This design comes from an exercise in tuning for small area on the open sky130 flow, not from production work. Only simulation tests tie the RTL to the original design; equivalence was not proved. No driver is modelled on the clock port, so clock power and skew are understated where the tree is cut down; a real chip needs a root buffer or a tree. Power figures rest on the tool's default switching activity, not on a simulated workload.

## rev 12
Design OQ1_Stopwatch, start of the top module:
module OQ1_Stopwatch(AN, Seg, Dot, CLK, Start, RESET);
  output [3:0] AN;
  output [6:0] Seg;
  output Dot;
  input CLK, Start, RESET;
  reg  [5:0] ms;
  wire       ms_fb = ms[5] ^ ms[0] ^ (ms[4:2] == 3'b101);
  wire       scan  = (ms[4:2] == 3'b000);
  always @(posedge CLK or posedge RESET)
    if (RESET) ms <= 6'h05;
    else       ms <= {ms[4:0], ms_fb};
  reg  [11:0] ds;
  wire        ds_h  = ds[10] ? (~ds[6] | (ds[0] & ~ds[1])) : (ds[0] & ~ds[1] & ~ds[6]);
  wire        ds_z  = ((ds & 12'h6fe) == 12'h000);
  wire        tick  = ds[11] & ds_z;
  wire        ds_fb = (ds[11] ^ ds_h) | (Start & ~ds[11] & ds_z);
  always @(posedge CLK or posedge RESET)
    if (RESET) ds <= 12'h000;
    else       ds <= {ds[10:0], ds_fb};
  function [3:0] nx(input [3:0] d);
    nx = {(d[0] & d[1] & d[2]) | (d[0] & d[3]), (d[0] & d[1]), (d[0] & ~d[3]), ~(1'b0)};
  endfunction
  function is9(input [3:0] d);
    is9 = (d[0] & d[3]);
  endfunction
  function [6:0] sg(input [3:0] d);
    sg = {(d[0] & d[1] & d[2]) | (~d[1] & ~d[2] & ~d[3]), (d[0] & d[1]) | (d[1] & ~d[2]) | (d[0] & ~d[2] & ~d[3]), (d[0]) | (~d[1] & d[2]), (d[0] & ~d[1] & ~d[2]) | (~d[0] & ~d[1] & d[2]) | (d[0] & d[1] & d[2]), (~d[0] & d[1] & ~d[2]), (d[0] & ~d[1] & d[2]) | (~d[0] & d[1] & d[2]), (~d[0] & ~d[1] & d[2]) | (d[0] & ~d[1] & ~d[2] & ~d[3])};
  endfunction
  reg        pend;
  reg  [3:0] D0, D1, D2, D3;
  wire       e0 = scan & pend;
  wire       e1 = e0 & is9(D0);
  wire       e2 = e1 & is9(D1);
  wire       e3 = e2 & is9(D2);
  wire       first = D3[3] & D3[1];
  wire       clr3 = scan & first;
  always @(posedge CLK or posedge RESET)
    if (RESET) begin
      pend <= 1'b0;
      D0 <= 4'b0000; D1 <= 4'b0000; D2 <= 4'b0000; D3 <= 4'b1010;
    end else begin
      pend <= tick | (pend & ~scan);
      D0 <= D0 ^ ({4{e0}} & nx(D0));
      D1 <= D1 ^ ({4{e1}} & nx(D1));
      D2 <= D2 ^ ({4{e2}} & nx(D2));
      D3 <= D3 ^ (({4{e3}} & nx(D3)) | ({4{clr3}} & 4'b1010));
    end
  reg [1:0] sel;
  ...
Size: ~140 cells after synthesis, roughly 37 flip-flops, ~15 I/O pins, about 0.0015 mm² of cells after synthesis.
==> module OQ1_Stopwatch, before the edit <==
module OQ1_Stopwatch(AN, Seg, Dot, CLK, Start, RESET);
  output [3:0] AN;
  output [6:0] Seg;
  output Dot;
  input CLK, Start, RESET;
  reg  [5:0] ms;
  wire       ms_fb = ms[5] ^ ms[0] ^ (ms[4:2] == 3'b101);
  wire       scan  = (ms[4:2] == 3'b000);
  always @(posedge CLK or posedge RESET)
    if (RESET) ms <= 6'h05;
    else       ms <= {ms[4:0], ms_fb};
  reg  [11:0] ds;
  wire        ds_h  = ds[10] ? (~ds[6] | (ds[0] & ~ds[1])) : (ds[0] & ~ds[1] & ~ds[6]);
  wire        ds_z  = ((ds & 12'h6fe) == 12'h000);
  wire        tick  = ds[11] & ds_z;
  wire        ds_fb = (ds[11] ^ ds_h) | (Start & ~ds[11] & ds_z);
  always @(posedge CLK or posedge RESET)
    if (RESET) ds <= 12'h000;
    else       ds <= {ds[10:0], ds_fb};
  function [3:0] nx(input [3:0] d);
    nx = {(d[0] & d[1] & d[2]) | (d[0] & d[3]), (d[0] & d[1]), (d[0] & ~d[3]), ~(1'b0)};
  endfunction
  function is9(input [3:0] d);
    is9 = (d[0] & d[3]);
  endfunction
  function [6:0] sg(input [3:0] d);
    sg = {(d[0] & d[1] & d[2]) | (~d[1] & ~d[2] & ~d[3]), (d[0] & d[1]) | (d[1] & ~d[2]) | (d[0] & ~d[2] & ~d[3]), (d[0]) | (~d[1] & d[2]), (d[0] & ~d[1] & ~d[2]) | (~d[0] & ~d[1] & d[2]) | (d[0] & d[1] & d[2]), (~d[0] & d[1] & ~d[2]), (d[0] & ~d[1] & d[2]) | (~d[0] & d[1] & d[2]), (~d[0] & ~d[1] & d[2]) | (d[0] & ~d[1] & ~d[2] & ~d[3])};
  endfunction
  reg        pend;
  reg  [3:0] D0, D1, D2, D3;
  wire       e0 = scan & pend;
  wire       e1 = e0 & is9(D0);
  wire       e2 = e1 & is9(D1);
  wire       e3 = e2 & is9(D2);
  wire       first = D3[3] & D3[1];
  wire       clr3 = scan & first;
  always @(posedge CLK or posedge RESET)
    if (RESET) begin
      pend <= 1'b0;
      D0 <= 4'b0000; D1 <= 4'b0000; D2 <= 4'b0000; D3 <= 4'b1010;
    end else begin
      pend <= tick | (pend & ~scan);
      D0 <= D0 ^ ({4{e0}} & nx(D0));
      D1 <= D1 ^ ({4{e1}} & nx(D1));
      D2 <= D2 ^ ({4{e2}} & nx(D2));
      D3 <= D3 ^ (({4{e3}} & nx(D3)) | ({4{clr3}} & 4'b1010));
    end
  reg [1:0] sel;
  always @(posedge CLK or posedge RESET)
    if (RESET)     sel <= 2'b00;
    else if (scan) sel <= {sel[0], ~sel[1]};
  wire [3:0] an = {~(sel == 2'b10), ~(sel == 2'b11), ~(sel == 2'b01), ~(sel == 2'b00)};
  wire [3:0] dig = (D0 & {4{~an[0]}}) | (D1 & {4{~an[1]}}) | (D2 & {4{~an[2]}}) | (D3 & {4{~an[3]}});
  assign Seg = sg(dig);
  assign AN  = an;
  assign Dot = ~(~an[1] | (~an[0] & first));
endmodule
clock: 10.0 ns
lec_check: 0
cap_margin: 20
core_margin: 2
core_utilization: 30
slew_margin: 20
standard.sh (not shown) runs the stock make flow with config.mk's settings and CLKGATE_MAP_FILE= SYNTH_SCRIPT=/design/flow/synth_recipe.tcl, a recipe that flattens the netlist after the stock synthesis.
==> flow/flow/run.sh <==
#!/bin/bash
# The standard layout with these changes:
#  - synthesis runs once for each ABC script flow/abc_*.script (area-oriented
#    mapping, some after ABC's &deepsyn), each in a work folder of its own,
#    and the run with the smallest netlist is kept; the runs differ only in
#    how ABC maps the logic between the registers, which it does not touch;
#  - the ports get buf_1 buffers;
#  - the clock tree uses clkbuf_4 and no dummy loads, and the clock port
#    drives its leaf buffers directly (post_cts.tcl).
set -euo pipefail
W=$PWD
R=$W/orfs/results/sky130hd/OQ1_Stopwatch/base
for s in $W/flow/abc_*.script; do
  n=$(basename $s .script)
  rm -rf $W/scripts_$n $W/orfs_$n
  cp -r $FLOW_HOME/scripts $W/scripts_$n
  cp $s $W/scripts_$n/abc_speed.script
  sed -e "s|WORK_HOME=[^ ]*|WORK_HOME=$W/orfs_$n|" -e '/^if \[\[/,$d' standard.sh > $W/standard_$n.sh
done
for s in $W/flow/abc_*.script; do
  n=$(basename $s .script)
  ( SCRIPTS_DIR=$W/scripts_$n bash $W/standard_$n.sh synth > $W/synth_$n.log 2>&1 || true ) &
  while [ $(jobs -r | wc -l) -ge ${NUM_CORES:-4} ]; do sleep 1; done
done
wait
best=""; best_area=""
for s in $W/flow/abc_*.script; do
  n=$(basename $s .script)
  f=$W/orfs_$n/reports/sky130hd/OQ1_Stopwatch/base/synth_stat.txt
  [[ -f $f && -f $W/orfs_$n/results/sky130hd/OQ1_Stopwatch/base/1_2_yosys.v ]] || continue
  a=$(awk '/Chip area for module/ {print $NF}' $f)
  echo "$n $a" >> $W/synth_areas.txt
  if [[ -z "$best" ]] || python3 -c "import sys; sys.exit(0 if $a < $best_area else 1)"; then
    best=$n; best_area=$a
  fi
done
echo "kept: $best $best_area" >> $W/synth_areas.txt
rm -rf $W/orfs $W/scripts
mv $W/orfs_$best $W/orfs
mv $W/scripts_$best $W/scripts
for s in $W/flow/abc_*.script; do
  n=$(basename $s .script)
  rm -rf $W/orfs_$n $W/scripts_$n
done
export SCRIPTS_DIR=$W/scripts
export BUFFER_PORTS_ARGS="-buffer_cell sky130_fd_sc_hd__buf_1"
export CTS_ARGS="-sink_clustering_enable -repair_clock_nets -dont_use_dummy_load -buf_list sky130_fd_sc_hd__clkbuf_4"
export POST_CTS_TCL=$W/flow/post_cts.tcl
cp $R/1_2_yosys.v $W/synth_netlist_orig.v
python3 flow/downsize.py $R/1_2_yosys.v $FLOW_HOME/platforms/sky130hd/lib/sky130_fd_sc_hd__tt_025C_1v80.lib > $W/downsize.log 2>&1
rm -f $R/1_synth.odb
bash standard.sh > $W/layout.log 2>&1
Other scripts of this flow, unchanged in this note and not shown: flow/flow/abc_a20s0.script, flow/flow/abc_a20s1.script, flow/flow/abc_a20s10.script, flow/flow/abc_a20s2.script, flow/flow/abc_a20s3.script, flow/flow/abc_d20s2.script, flow/flow/abc_s31.script, flow/flow/abc_s8.script, flow/flow/downsize.py, flow/flow/post_cts.tcl
For rev 13, these inputs were changed with respect to rev 12:
==> flow/design.v <==
module OQ1_Stopwatch(AN, Seg, Dot, CLK, Start, RESET);
  output [3:0] AN;
  output [6:0] Seg;
  output Dot;
  input CLK, Start, RESET;
  reg  [5:0] ms;
  wire       ms_fb = ms[5] ^ ms[0] ^ (ms[4:2] == 3'b101);
  wire       scan  = (ms[4:2] == 3'b000);
  always @(posedge CLK or posedge RESET)
    if (RESET) ms <= 6'h05;
    else       ms <= {ms[4:0], ms_fb};
  reg         counting;
  reg  [11:0] ds;
  wire        ds_g  = ds[7] ? (ds[2] & ds[4]) : (ds[2] | ~ds[4]);
  wire        ds_fb = counting & (ds[11] ^ ds_g);
  wire        tick  = ((ds & 12'hef7) == 12'h800);
  always @(posedge CLK or posedge RESET)
    if (RESET) begin
      counting <= 1'b0;
      ds       <= 12'h000;
    end else begin
      counting <= counting | Start;
      ds       <= {ds[10:0], ds_fb};
    end
  function [3:0] nx(input [3:0] d);
    nx = {(d[0] & d[1] & d[2]) | (d[0] & d[3]), (d[0] & d[1]), (d[0] & ~d[3]), ~(1'b0)};
  endfunction
  function is9(input [3:0] d);
    is9 = (d[0] & d[3]);
  endfunction
  function [6:0] sg(input [3:0] d);
    sg = {(d[0] & d[1] & d[2]) | (~d[1] & ~d[2] & ~d[3]), (d[0] & d[1]) | (d[1] & ~d[2]) | (d[0] & ~d[2] & ~d[3]), (d[0]) | (~d[1] & d[2]), (d[0] & ~d[1] & ~d[2]) | (~d[0] & ~d[1] & d[2]) | (d[0] & d[1] & d[2]), (~d[0] & d[1] & ~d[2]), (d[0] & ~d[1] & d[2]) | (~d[0] & d[1] & d[2]), (~d[0] & ~d[1] & d[2]) | (d[0] & ~d[1] & ~d[2] & ~d[3])};
  endfunction
  reg        pend;
  reg  [3:0] D0, D1, D2, D3;
  wire       e0 = scan & pend;
  wire       e1 = e0 & is9(D0);
  wire       e2 = e1 & is9(D1);
  wire       e3 = e2 & is9(D2);
  always @(posedge CLK or posedge RESET)
    if (RESET) begin
      pend <= 1'b0;
      D0 <= 4'b0000; D1 <= 4'b0000; D2 <= 4'b0000; D3 <= 4'b0000;
    end else begin
      pend <= tick | (pend & ~scan);
      D0 <= D0 ^ ({4{e0}} & nx(D0));
      D1 <= D1 ^ ({4{e1}} & nx(D1));
      D2 <= D2 ^ ({4{e2}} & nx(D2));
      D3 <= D3 ^ ({4{e3}} & nx(D3));
    end
  reg [1:0] sel;
  reg       dp;
  always @(posedge CLK or posedge RESET)
    if (RESET) begin
      sel <= 2'b00;
      dp  <= 1'b0;
    end else if (scan) begin
      sel <= {sel[0], ~sel[1]};
      dp  <= sel[1] | sel[0];
    end
  wire [3:0] an = {~(sel == 2'b10), ~(sel == 2'b11), ~(sel == 2'b01), ~(sel == 2'b00)};
  wire [3:0] dig = (D0 & {4{~an[0]}}) | (D1 & {4{~an[1]}}) | (D2 & {4{~an[2]}}) | (D3 & {4{~an[3]}});
  assign Seg = sg(dig);
  assign AN  = an;
  assign Dot = dp;
endmodule
- STATUS highest ir drop seen on vdd: rev 13 loses against rev 12
- Going from rev 12 to rev 13, cell leakage power moved up; post-synthesis to final-layout area growth moved up; hold slack moved down; total routing usage reported by global routing level; power dissipated in combinational cells moved down.

[separate check: timing with driven ports]
No port has a modelled driver above. Below, the same layouts with a new extraction and two added sets of constraints. Step 1 sets driving cells, clkbuf_16 on the clock port and buf_2 on the other inputs (assumed; they add their load-dependent delay and slew). Step 2 times the ports against the registers' clock, not the clock port: input delays grow and output delays shrink by t, the midpoint of the rising clock arrivals with the driver on. Three values: ideal ports, drivers, drivers and shift; two values: the first two.
run	shift t [ns]	setup slack, ns	hold WS [ns]	worst setup path after step 2	latest minus earliest clock arrival (ns)
rev 12	0.201	6.053 / 6.010 / 6.211	0.363 / 0.363 / 0.363	register to output	0.012 / 0.012
rev 13	0.199	6.048 / 6.005 / 6.204	0.360 / 0.360 / 0.360	register to output	0.021 / 0.022
After both steps every run listed still meets setup and hold.
